This design comes from an exercise in tuning for small area and a short achievable clock period on the open sky130 flow, not from production work. The RTL was checked by simulation tests, not by an equivalence proof against the original design. Power is estimated from default activity; no workload was simulated.

## TOP_mod
module TOP_mod
(
 input  logic        clk_i, rst_ni,
 output logic [31:0] imem_addr_o,
 input  logic [31:0] imem_instr1_i, imem_instr2_i,
 output logic        dmem_we_o,
 output logic [1:0]  dmem_size_o,
 output logic [31:0] dmem_addr_o, dmem_wdata_o,
 input  logic [31:0] dmem_rdata_i,
 output logic        wbA_en_o, wbB_en_o,
 output logic [4:0]  wbA_rd_o, wbB_rd_o,
 output logic [31:0] wbA_data_o, wbB_data_o
);
  localparam logic [6:0] OP_LD  = 7'b0000011;
  localparam logic [6:0] OP_ST  = 7'b0100011;
  localparam logic [6:0] OP_R   = 7'b0110011;
  localparam logic [6:0] OP_I   = 7'b0010011;
  localparam logic [6:0] OP_BR  = 7'b1100011;
  localparam logic [6:0] OP_JAL = 7'b1101111;
  logic [31:1] pc_q;                  
  logic        kill_q;                
  logic [31:0] lA_q, lB_q;            
  logic        vA_q, vB_q;            
  logic        hz_q;                  
  logic        swD_q;                 
  logic [31:1] pcD_q;
  logic [31:1] pcE_q;
  logic [31:0] a1E_q, a2E_q, b1E_q, b2E_q;
  logic [20:0] timmE_q;                
  logic [11:0] mimmE_q;                
  logic [4:0]  rdAE_q, rdBE_q;
  logic        weAE_q, weBE_q, jAE_q, jBE_q, stBE_q, ldBE_q;
  logic [5:0]  bcA_q, bcB_q;           
  logic        subAE_q, subBE_q, sraAE_q, sraBE_q;
  logic [2:0]  f3AE_q, f3BE_q;
  logic [1:0]  sizeBE_q;
  logic        swE_q;
  logic [2:0]  fs1A_q, fs2A_q, fs1B_q, fs2B_q, fsM_q, fsW_q;    
  logic [31:0] resAW_q, resBW_q;
  ...
export LEC_CHECK = 0
export ABC_AREA = 1
export CAP_MARGIN = 20
export CELL_PAD_IN_SITES_DETAIL_PLACEMENT = 1
export CELL_PAD_IN_SITES_GLOBAL_PLACEMENT = 2
export CORE_MARGIN = 2
export CORE_UTILIZATION = 22
export PLACE_DENSITY = 0.35
export SETUP_SLACK_MARGIN = 5
export SLEW_MARGIN = 20
export SYNTH_HIERARCHICAL = 1
create_clock -name core_clock -period 11.0 [get_ports {clk_i}]
standard.sh (not shown) runs the stock make flow with config.mk's settings and CLKGATE_MAP_FILE= SYNTH_SCRIPT=/design/flow/synth_recipe.tcl, a recipe that flattens the netlist after the stock synthesis.
==> flow/flow/run.sh <==
#!/bin/bash
# Own flow: the standard layout (standard.sh), except for two changes to the
# synthesis step, which is otherwise synth_recipe.tcl unchanged (same passes,
# registers, flattening and renaming):
#  - ABC maps the register file's modules (rv_regfile, rv_rfor, rv_rfsel) with
#    flow/area.abc (area-oriented); the rest keeps ORFS's script;
#  - Yosys's extract_fa is skipped, so the RTL's parallel-prefix adders and
#    comparators are not turned back into ripple chains of full adders.
# Each tool's output goes to a log file in the work folder (synth.log, layout.log;
# ORFS's own per-step logs are under orfs/logs).
set -euo pipefail
W=$(pwd)
{
  head -n 1 synth_recipe.tcl
  cat <<TCL
proc abc {args} {
  set i [lsearch -exact \$args -script]
  set a2 \$args
  lset a2 [expr {\$i + 1}] $W/flow/area.abc
  yosys abc {*}\$a2 rv_regfile rv_rfor rv_rfsel
  yosys abc {*}\$args TOP_mod rv_alu rv_add32 rv_cmp
}
proc extract_fa {args} { }
TCL
  tail -n +2 synth_recipe.tcl
} > own_synth.tcl
sed "s#SYNTH_SCRIPT=[^ ]*#SYNTH_SCRIPT=$W/own_synth.tcl#" standard.sh > own_standard.sh
bash own_standard.sh synth > synth.log 2>&1
bash standard.sh > layout.log 2>&1
==> flow/flow/area.abc <==
&get -n
&st
&dch
&nf -R 1000 -a
&put
Next try:
--- a/flow/design.v
+++ b/flow/design.v
@@ -49,16 +49,21 @@
   rv_rfsel d2 (.r(r2), .vld(vld), .sel(s2));
   rv_rfsel d3 (.r(r3), .vld(vld), .sel(s3));
   rv_rfor o0 (.sel(s0), .q(rf), .y(v0));
   rv_rfor o1 (.sel(s1), .q(rf), .y(v1));
   rv_rfor o2 (.sel(s2), .q(rf), .y(v2));
   rv_rfor o3 (.sel(s3), .q(rf), .y(v3));
-  assign q0 = v0;
-  assign q1 = v1;
-  assign q2 = v2;
-  assign q3 = v3;
+  function automatic logic [31:0] byp(input logic [4:0] r, input logic [31:0] v);
+    if (weA && wA == r && r != 5'd0)      byp = dA;
+    else if (weB && wB == r && r != 5'd0) byp = dB;
+    else                                  byp = v;
+  endfunction
+  assign q0 = byp(r0, v0);
+  assign q1 = byp(r1, v1);
+  assign q2 = byp(r2, v2);
+  assign q3 = byp(r3, v3);
 endmodule
 module rv_add32 (
   input  logic [31:0] a, b,
   input  logic        cin,
   output logic [31:0] s,
   output logic        cout
@@ -257,17 +262,17 @@
     bcond = {6{br}} & {f3 == 3'b111, f3 == 3'b110, f3 == 3'b101, f3 == 3'b100, f3 == 3'b001, f3 == 3'b000};
   endfunction
   wire subA = A_R && f3A == 3'b000 && lA_q[30];
   wire subB = B_R && f3B == 3'b000 && lB_q[30];
   wire sraA = (f3A == 3'b101) && lA_q[30];
   wire sraB = (f3B == 3'b101) && lB_q[30];
-  logic        weArf, weBrf;
-  logic [31:0] resAE, resBE;
+  wire weArf = weAW_q && !collAW_q;
+  wire weBrf = weBW_q && !collBW_q;
   logic [31:0] rA1, rA2, rB1, rB2;
   rv_regfile rf (.clk(clk_i), .rst_n(rst_ni),
-    .weA(weArf), .weB(weBrf), .wA(rdAE_q), .wB(rdBE_q), .dA(resAE), .dB(resBE),
+    .weA(weArf), .weB(weBrf), .wA(rdAW_q), .wB(rdBW_q), .dA(resAW_q), .dB(resBW_q),
     .r0(rs1A), .r1(rs2A), .r2(rs1B), .r3(rs2B), .q0(rA1), .q1(rA2), .q2(rB1), .q3(rB2));
   wire weAE = weAE_q && !kill_q;
   wire weBE = weBE_q && !kill_q;
   wire stBE = stBE_q && !kill_q;
   function automatic logic fwdA(input logic [4:0] rs);
     fwdA = weAE && (rdAE_q == rs) && (rs != 5'd0);
@@ -356,26 +361,22 @@
       2'b00:   ldata = {{24{dmem_rdata_i[7]}}, dmem_rdata_i[7:0]};
       2'b01:   ldata = {{16{dmem_rdata_i[15]}}, dmem_rdata_i[15:0]};
       default: ldata = dmem_rdata_i;
     endcase
   end
   wire coll = weAE && weBE && (rdAE_q == rdBE_q);
-  assign resAE = jAE_q ? link : resA;
-  assign resBE = ldBE_q ? ldata : jBE_q ? link : resB;
-  assign weArf = weAE && !(coll && !swE_q);
-  assign weBrf = weBE && !(coll && swE_q);
   always_ff @(posedge clk_i or negedge rst_ni) begin
     if (!rst_ni) begin
       weAW_q <= 1'b0; weBW_q <= 1'b0;
     end else begin
       weAW_q <= weAE; weBW_q <= weBE;
     end
   end
   always_ff @(posedge clk_i) begin
-    resAW_q <= resAE;
-    resBW_q <= resBE;
+    resAW_q <= jAE_q ? link : resA;
+    resBW_q <= ldBE_q ? ldata : jBE_q ? link : resB;
     rdAW_q <= rdAE_q; rdBW_q <= rdBE_q;
     collAW_q <= coll && !swE_q;
     collBW_q <= coll && swE_q;
   end
   assign wbA_en_o   = weAW_q;
   assign wbA_rd_o   = rdAW_q;
- The new run finished clean
- final area grows by 5.4%
- worst hold slack degrades by 8.4 ps
- global-route usage grows by 6.0 points
- setup slack degrades by 59 ps
- die area grows by 3.0%
- power shrinks by 26%

[what the ideal ports hide]
How much do the figures lean on ideal ports? The routed layouts below were timed once more, with nothing changed but the port constraints. Step 1: set_driving_cell puts a clkbuf_16 on clk_i and a buf_2 on each other input, an assumption about the parent block. Step 2 times the ports against the registers' clock, not the clock port: input delays grow and output delays shrink by t, the midpoint of the rising clock arrivals with the driver on. Three values: ideal, step 1, step 2; two values: the first two.
| run | shift t [ns] | setup WS [ns] | worst hold slack (ns) |
|---|---|---|---|
| the first run | 1.064 | 4.968 / 4.852 / 5.407 | 0.335 / 0.335 / 0.335 |
| the second run | 1.100 | 4.909 / 4.781 / 5.238 | 0.327 / 0.327 / 0.327 |
After both steps setup and hold are still met in every run listed.
